Source: an optimization exercise on an open RTL-to-GDS flow (aim: small area and a short achievable clock period). Production flows keep margins and buffers that such runs may drop. At most, simulation tests tie the RTL to the original design; equivalence was not proved. The clock port is modelled as an ideal driver, which makes a skipped or thinned clock tree look cheaper than it is; a real chip needs a root buffer or a tree. Power and IR drop assume default switching activity.

==> module image_buffer, before the edit <==
module image_buffer #(
    parameter IMAGE_WIDTH = 128
)(
    input  wire        clk,
    input  wire        reset,
    input  wire [7:0]  pixel_in,
    input  wire        pixel_valid,
    output wire [23:0] column,
    output wire        column_valid,   
    output wire        column_window   
);
    localparam N = 2 * IMAGE_WIDTH;
    reg  [7:0]     pix_r;
    reg            pix_v;
    reg  [8*N-1:0] chain;    
    reg  [6:0]     x_count;
    reg  [1:0]     y_count;  
    always @(posedge clk)
        pix_r <= pixel_in;
    always @(posedge clk or posedge reset) begin
        if (reset)
            pix_v <= 1'b0;
        else
            pix_v <= pixel_valid;
    end
    always @(posedge clk) begin
        if (pix_v)
            chain <= {chain[8*N-9:0], pix_r};
    end
    always @(posedge clk or posedge reset) begin
        if (reset) begin
            x_count <= 7'd0;
            y_count <= 2'd0;
        end else if (pix_v) begin
            x_count <= x_count + 7'd1;
            if (x_count == 7'd127 && !y_count[1])
                y_count <= y_count + 2'd1;
        end
    end
    assign column        = {pix_r, chain[8*(IMAGE_WIDTH-1) +: 8], chain[8*(N-1) +: 8]};
    assign column_valid  = pix_v;
    assign column_window = pix_v && y_count[1] && (x_count[6:1] != 6'd0);
endmodule
==> module sobel_core, before the edit <==
module sobel_core (
    input  wire        clk,
    input  wire        reset,
    input  wire [23:0] column,         
    input  wire        column_valid,
    input  wire        column_window,
    output reg  [7:0]  edge_magnitude,
    output reg         magnitude_valid
);
    wire [7:0] c = column[23:16];
    wire [7:0] b = column[15:8];
    wire [7:0] a = column[7:0];
    reg        [9:0] u1;
    reg signed [8:0] d1;
    reg              v1, w1;
    always @(posedge clk) begin
        u1 <= {2'b00, a} + {1'b0, b, 1'b0} + {2'b00, c};
        d1 <= $signed({1'b0, c}) - $signed({1'b0, a});
    end
    reg        [9:0]  uh0, uh1;    
    reg signed [8:0]  dh0;         
    reg signed [10:0] eh0;         
    wire signed [10:0] gx = $signed({1'b0, u1}) - $signed({1'b0, uh1});
    wire signed [10:0] gy = d1 + eh0;
    reg        [9:0]  ox2, oy2;
    reg               sx2, sy2;
    reg               w2;
    always @(posedge clk) begin
        if (v1) begin
            uh0 <= u1;  uh1 <= uh0;
            dh0 <= d1;  eh0 <= (d1 <<< 1) + dh0;
        end
        ox2 <= gx[9:0] ^ {10{gx[10]}};
        oy2 <= gy[9:0] ^ {10{gy[10]}};
        sx2 <= gx[10];
        sy2 <= gy[10];
    end
    wire [10:0] sum = {1'b0, ox2} + {1'b0, oy2} + {10'd0, sx2} + {10'd0, sy2};
    reg  [7:0]  s3;
    reg         big3;
    reg         w3;
    always @(posedge clk) begin
        s3   <= sum[7:0];
        big3 <= sum[10:8] != 3'd0;
    end
    always @(posedge clk)
        edge_magnitude <= s3 | {8{big3}};
    always @(posedge clk or posedge reset) begin
        if (reset) begin
            v1 <= 1'b0; w1 <= 1'b0; w2 <= 1'b0; w3 <= 1'b0;
        end else begin
            v1 <= column_valid;
            w1 <= column_window;
            w2 <= w1;
            w3 <= w2;
        end
    end
    always @(posedge clk)
        magnitude_valid <= w3;
endmodule
==> module edge_detection_top, before the edit <==
module edge_detection_top #(
    parameter IMAGE_WIDTH = 128
)(
    input  wire        clk,
    input  wire        reset,
    input  wire [7:0]  image_data,
    input  wire        data_valid,
    output wire [7:0]  edge_output,
    output wire        edge_valid
);
    wire [23:0] column;
    wire        column_valid, column_window;
    image_buffer #(
        .IMAGE_WIDTH(IMAGE_WIDTH)
    ) image_buffer_inst (
        .clk(clk),
        .reset(reset),
        .pixel_in(image_data),
        .pixel_valid(data_valid),
        .column(column),
        .column_valid(column_valid),
        .column_window(column_window)
    );
    sobel_core sobel_core_inst (
        .clk(clk),
        .reset(reset),
        .column(column),
        .column_valid(column_valid),
        .column_window(column_window),
        .edge_magnitude(edge_output),
        .magnitude_valid(edge_valid)
    );
endmodule
clock: 7.5 ns
lec_check: 0
cap_margin: 35
core_margin: 2
core_utilization: 65
cts_cluster_diameter: 100
cts_cluster_size: 30
setup_slack_margin: 5
slew_margin: 30
standard.sh (not shown) runs the stock make flow with config.mk's settings and CLKGATE_MAP_FILE= SYNTH_SCRIPT=/design/flow/synth_recipe.tcl, a recipe that flattens the netlist after the stock synthesis.
==> flow/flow/run.sh <==
#!/bin/bash
# The standard layout, except for the clock tree: CTS builds the leaf
# clusters without dummy loads, then flow/post_cts.tcl drives the leaves from
# four inverting roots on the clock port and makes the leaves inverting
# buffers (two levels instead of three). Ports are buffered with buf_2.
# make's output goes to make.log here; each ORFS step keeps its own log under
# orfs/logs.
set -euo pipefail
HERE=$(cd "$(dirname "${BASH_SOURCE[0]}")" && pwd)
export CTS_ARGS="-sink_clustering_enable -repair_clock_nets -dont_use_dummy_load -sink_clustering_size 22 -sink_clustering_max_diameter 60"
export BUFFER_PORTS_ARGS="-buffer_cell sky130_fd_sc_hd__buf_2"
export POST_CTS_TCL="$HERE/post_cts.tcl"
bash standard.sh > make.log 2>&1
Other scripts of this flow, unchanged in this note and not shown: flow/flow/post_cts.tcl, flow/flow/retree.tcl
The first run completed without violations.
Next try:
--- a/flow/design.v
+++ b/flow/design.v
@@ -7,4 +7,5 @@
     input  wire        pixel_valid,
     output wire [23:0] column,
+    output wire [9:0]  column_ab,      
     output wire        column_valid,   
     output wire        column_window   
@@ -13,9 +14,13 @@
     reg  [7:0]     pix_r;
     reg            pix_v;
+    reg            shift;    
     reg  [8*N-1:0] chain;    
+    reg  [9:0]     ab_r;     
     reg  [6:0]     x_count;
     reg  [1:0]     y_count;  
-    always @(posedge clk)
+    always @(posedge clk) begin
         pix_r <= pixel_in;
+        shift <= pixel_valid;
+    end
     always @(posedge clk or posedge reset) begin
         if (reset)
@@ -25,6 +30,8 @@
     end
     always @(posedge clk) begin
-        if (pix_v)
+        if (shift) begin
             chain <= {chain[8*N-9:0], pix_r};
+            ab_r  <= {2'b00, chain[8*(N-2) +: 8]} + {1'b0, chain[8*(IMAGE_WIDTH-2) +: 8], 1'b0};
+        end
     end
     always @(posedge clk or posedge reset) begin
@@ -39,4 +46,5 @@
     end
     assign column        = {pix_r, chain[8*(IMAGE_WIDTH-1) +: 8], chain[8*(N-1) +: 8]};
+    assign column_ab     = ab_r;
     assign column_valid  = pix_v;
     assign column_window = pix_v && y_count[1] && (x_count[6:1] != 6'd0);
@@ -46,4 +54,5 @@
     input  wire        reset,
     input  wire [23:0] column,         
+    input  wire [9:0]  column_ab,      
     input  wire        column_valid,
     input  wire        column_window,
@@ -52,5 +61,4 @@
 );
     wire [7:0] c = column[23:16];
-    wire [7:0] b = column[15:8];
     wire [7:0] a = column[7:0];
     reg        [9:0] u1;
@@ -58,5 +66,5 @@
     reg              v1, w1;
     always @(posedge clk) begin
-        u1 <= {2'b00, a} + {1'b0, b, 1'b0} + {2'b00, c};
+        u1 <= column_ab + {2'b00, c};
         d1 <= $signed({1'b0, c}) - $signed({1'b0, a});
     end
@@ -64,8 +72,5 @@
     reg signed [8:0]  dh0;         
     reg signed [10:0] eh0;         
-    wire signed [10:0] gx = $signed({1'b0, u1}) - $signed({1'b0, uh1});
-    wire signed [10:0] gy = d1 + eh0;
-    reg        [9:0]  ox2, oy2;
-    reg               sx2, sy2;
+    reg signed [10:0] gx2, gy2;
     reg               w2;
     always @(posedge clk) begin
@@ -74,19 +79,23 @@
             dh0 <= d1;  eh0 <= (d1 <<< 1) + dh0;
         end
-        ox2 <= gx[9:0] ^ {10{gx[10]}};
-        oy2 <= gy[9:0] ^ {10{gy[10]}};
-        sx2 <= gx[10];
-        sy2 <= gy[10];
+        gx2 <= $signed({1'b0, u1}) - $signed({1'b0, uh1});
+        gy2 <= d1 + eh0;
     end
-    wire [10:0] sum = {1'b0, ox2} + {1'b0, oy2} + {10'd0, sx2} + {10'd0, sy2};
-    reg  [7:0]  s3;
-    reg         big3;
+    wire [10:0] gx_neg = -gx2;
+    wire [10:0] gy_neg = -gy2;
+    wire [9:0]  ax = gx2[10] ? gx_neg[9:0] : gx2[9:0];
+    wire [9:0]  ay = gy2[10] ? gy_neg[9:0] : gy2[9:0];
+    reg  [7:0]  ax3, ay3;
+    reg         bx3, by3;
     reg         w3;
     always @(posedge clk) begin
-        s3   <= sum[7:0];
-        big3 <= sum[10:8] != 3'd0;
+        ax3 <= ax[7:0];
+        ay3 <= ay[7:0];
+        bx3 <= ax[9:8] != 2'd0;
+        by3 <= ay[9:8] != 2'd0;
     end
+    wire [8:0]  sum = {1'b0, ax3} + {1'b0, ay3};
     always @(posedge clk)
-        edge_magnitude <= s3 | {8{big3}};
+        edge_magnitude <= sum[7:0] | {8{bx3 | by3 | sum[8]}};
     always @(posedge clk or posedge reset) begin
         if (reset) begin
@@ -113,4 +122,5 @@
 );
     wire [23:0] column;
+    wire [9:0]  column_ab;
     wire        column_valid, column_window;
     image_buffer #(
@@ -122,4 +132,5 @@
         .pixel_valid(data_valid),
         .column(column),
+        .column_ab(column_ab),
         .column_valid(column_valid),
         .column_window(column_window)
@@ -129,4 +140,5 @@
         .reset(reset),
         .column(column),
+        .column_ab(column_ab),
         .column_valid(column_valid),
         .column_window(column_window),
After rerunning:
- The new run finished clean
- synthesized area increases slightly
- via count increases by a few percent
- worst setup slack is better by 0.044 ns
- routed wire length increases slightly
- final cell count increases slightly
- register-to-register slack is better by 0.09 ns
- critical path depth decreases by 7
- clock skew increases by 0.0048 ns
- total power decreases by a few percent
- global-route usage hardly moves
- fmax increases slightly
- worst hold slack is better by 0.011 ns
- die area increases slightly
For the second run of this note, only the layout was checked, not whether the RTL still works. In every run of this note, the design's own scripts or RTL, not TritonCTS, make the clock network.

* * *

The RTL this note starts from:
==> flow/design.v <==
module image_buffer #(
    parameter IMAGE_WIDTH = 128
)(
    input  wire        clk,
    input  wire        reset,
    input  wire [7:0]  pixel_in,
    input  wire        pixel_valid,
    output wire [23:0] column,
    output wire        column_valid,   
    output wire        column_window   
);
    localparam N = 2 * IMAGE_WIDTH;
    reg  [8*N-1:0] chain;    
    reg  [6:0]     x_count;
    reg  [1:0]     y_count;  
    always @(posedge clk) begin
        if (pixel_valid)
            chain <= {chain[8*N-9:0], pixel_in};
    end
    always @(posedge clk or posedge reset) begin
        if (reset) begin
            x_count <= 7'd0;
            y_count <= 2'd0;
        end else if (pixel_valid) begin
            x_count <= x_count + 7'd1;
            if (x_count == 7'd127 && !y_count[1])
                y_count <= y_count + 2'd1;
        end
    end
    assign column        = {pixel_in, chain[8*(IMAGE_WIDTH-1) +: 8], chain[8*(N-1) +: 8]};
    assign column_valid  = pixel_valid;
    assign column_window = pixel_valid && y_count[1] && (x_count[6:1] != 6'd0);
endmodule
module sobel_core (
    input  wire        clk,
    input  wire        reset,
    input  wire [23:0] column,         
    input  wire        column_valid,
    input  wire        column_window,
    output reg  [7:0]  edge_magnitude,
    output reg         magnitude_valid
);
    wire [7:0] c = column[23:16];
    wire [7:0] b = column[15:8];
    wire [7:0] a = column[7:0];
    reg        [9:0] u1;
    reg signed [8:0] d1;
    reg              v1, w1;
    always @(posedge clk) begin
        u1 <= {2'b00, a} + {1'b0, b, 1'b0} + {2'b00, c};
        d1 <= $signed({1'b0, c}) - $signed({1'b0, a});
    end
    reg        [9:0]  uh0, uh1;
    reg signed [8:0]  dh0, dh1;
    reg signed [10:0] gx2, gy2;
    reg               w2;
    always @(posedge clk) begin
        if (v1) begin
            uh0 <= u1;  uh1 <= uh0;
            dh0 <= d1;  dh1 <= dh0;
        end
        gx2 <= $signed({1'b0, u1}) - $signed({1'b0, uh1});
        gy2 <= d1 + (dh0 <<< 1) + dh1;
    end
    wire        sx = gx2[10];
    wire        sy = gy2[10];
    wire [9:0]  ox = gx2[9:0] ^ {10{sx}};
    wire [9:0]  oy = gy2[9:0] ^ {10{sy}};
    wire [10:0] sum = {1'b0, ox} + {1'b0, oy} + {10'd0, sx} + {10'd0, sy};
    reg  [7:0]  s3;
    reg         big3;
    reg         w3;
    always @(posedge clk) begin
        s3   <= sum[7:0];
        big3 <= sum[10:8] != 3'd0;
    end
    always @(posedge clk)
        edge_magnitude <= s3 | {8{big3}};
    always @(posedge clk or posedge reset) begin
        if (reset) begin
            v1 <= 1'b0; w1 <= 1'b0; w2 <= 1'b0; w3 <= 1'b0;
        end else begin
            v1 <= column_valid;
            w1 <= column_window;
            w2 <= w1;
            w3 <= w2;
        end
    end
    always @(posedge clk)
        magnitude_valid <= w3;
endmodule
module edge_detection_top #(
    parameter IMAGE_WIDTH = 128
)(
    input  wire        clk,
    input  wire        reset,
    input  wire [7:0]  image_data,
    input  wire        data_valid,
    output wire [7:0]  edge_output,
    output wire        edge_valid
);
    wire [23:0] column;
    wire        column_valid, column_window;
    image_buffer #(
        .IMAGE_WIDTH(IMAGE_WIDTH)
    ) image_buffer_inst (
        .clk(clk),
        .reset(reset),
        .pixel_in(image_data),
        .pixel_valid(data_valid),
        .column(column),
        .column_valid(column_valid),
        .column_window(column_window)
    );
    sobel_core sobel_core_inst (
        .clk(clk),
        .reset(reset),
        .column(column),
        .column_valid(column_valid),
        .column_window(column_window),
        .edge_magnitude(edge_output),
        .magnitude_valid(edge_valid)
    );
endmodule
clock: 7.5 ns
lec_check: 0
cap_margin: 35
core_margin: 2
core_utilization: 65
cts_cluster_diameter: 100
cts_cluster_size: 30
setup_slack_margin: 5
slew_margin: 30
run.sh (not shown) runs the stock make flow with config.mk's settings and CLKGATE_MAP_FILE= SYNTH_SCRIPT=/design/flow/synth_recipe.tcl, a recipe that flattens the netlist after the stock synthesis.
Stock flow here: none of the scripts above is used.
Next try:
--- a/flow/design.v
+++ b/flow/design.v
@@ -11,10 +11,20 @@
 );
     localparam N = 2 * IMAGE_WIDTH;
+    reg  [7:0]     pix_r;
+    reg            pix_v;
     reg  [8*N-1:0] chain;    
     reg  [6:0]     x_count;
     reg  [1:0]     y_count;  
+    always @(posedge clk)
+        pix_r <= pixel_in;
+    always @(posedge clk or posedge reset) begin
+        if (reset)
+            pix_v <= 1'b0;
+        else
+            pix_v <= pixel_valid;
+    end
     always @(posedge clk) begin
-        if (pixel_valid)
-            chain <= {chain[8*N-9:0], pixel_in};
+        if (pix_v)
+            chain <= {chain[8*N-9:0], pix_r};
     end
     always @(posedge clk or posedge reset) begin
@@ -22,5 +32,5 @@
             x_count <= 7'd0;
             y_count <= 2'd0;
-        end else if (pixel_valid) begin
+        end else if (pix_v) begin
             x_count <= x_count + 7'd1;
             if (x_count == 7'd127 && !y_count[1])
@@ -28,7 +38,7 @@
         end
     end
-    assign column        = {pixel_in, chain[8*(IMAGE_WIDTH-1) +: 8], chain[8*(N-1) +: 8]};
-    assign column_valid  = pixel_valid;
-    assign column_window = pixel_valid && y_count[1] && (x_count[6:1] != 6'd0);
+    assign column        = {pix_r, chain[8*(IMAGE_WIDTH-1) +: 8], chain[8*(N-1) +: 8]};
+    assign column_valid  = pix_v;
+    assign column_window = pix_v && y_count[1] && (x_count[6:1] != 6'd0);
 endmodule
 module sobel_core (
@@ -68,25 +78,17 @@
     wire [9:0]  oy = gy2[9:0] ^ {10{sy}};
     wire [10:0] sum = {1'b0, ox} + {1'b0, oy} + {10'd0, sx} + {10'd0, sy};
-    reg  [7:0]  s3;
-    reg         big3;
-    reg         w3;
-    always @(posedge clk) begin
-        s3   <= sum[7:0];
-        big3 <= sum[10:8] != 3'd0;
-    end
     always @(posedge clk)
-        edge_magnitude <= s3 | {8{big3}};
+        edge_magnitude <= sum[7:0] | {8{sum[10:8] != 3'd0}};
     always @(posedge clk or posedge reset) begin
         if (reset) begin
-            v1 <= 1'b0; w1 <= 1'b0; w2 <= 1'b0; w3 <= 1'b0;
+            v1 <= 1'b0; w1 <= 1'b0; w2 <= 1'b0;
         end else begin
             v1 <= column_valid;
             w1 <= column_window;
             w2 <= w1;
-            w3 <= w2;
         end
     end
     always @(posedge clk)
-        magnitude_valid <= w3;
+        magnitude_valid <= w2;
 endmodule
 module edge_detection_top #(
What happened:
- The changed run completed with no timing, DRC or antenna violations
- worst setup slack improves by 0.10 ns
- routed wire length is lower by about 4%
- area after synthesis stays flat
- synthesized cell count goes up by 0.56%
- total power rises by 1.6%
- clock power goes down by about 1%
- register-to-register slack gets worse by 0.18 ns
- cell area is about the same
- global-route usage shrinks by 0.44 points
- die area stays flat
- first-iteration DRC count went down by about 2.3%
- non-clock buffer count rose by 2
- sequential share of layout area hardly moves
- hold slack improves by 0.0090 ns
No functional check of the RTL was part of any run of this note.

afterwards: timing with drivers on the ports:
The flow's constraints put no driver on any port. The routed layouts listed below were extracted and timed again, unchanged, in two steps. Step 1, drivers: a clkbuf_16 drives clk and a buf_2 each remaining input, both assumed. Step 2 times the ports against the registers' clock, not the clock port: input delays grow and output delays shrink by t, the midpoint of the rising clock arrivals with the driver on. Three values: ideal, step 1, step 2; two values: the first two.
| run | shift t [ns] | setup WS [ns] | latest minus earliest clock arrival (ns) | slew at the worst register clock pin (ns) | cell pins on the clock port's net |
|---|---|---|---|---|---|
| the first run of note 1 | 0.556 | 5.172 / 4.965 / 5.172 | 0.062 / 0.062 | 0.12 / 0.12 | 4 |
| the second run of note 1 | 0.555 | 5.215 / 4.975 / 5.257 | 0.067 / 0.066 | 0.12 / 0.12 | 4 |
| the first run of note 2 | 0.741 | 4.783 / 4.735 / 3.994 | 0.026 / 0.026 | 0.11 / 0.11 | 1 |
| the second run of note 2 | 0.736 | 4.885 / 4.821 / 4.885 | 0.027 / 0.027 | 0.11 / 0.11 | 1 |
After both steps setup and hold are still met in every run listed. The setup slack of the first run of note 2, which loses most, moves by -0.048 ns with the drivers and by -0.789 ns with both steps.
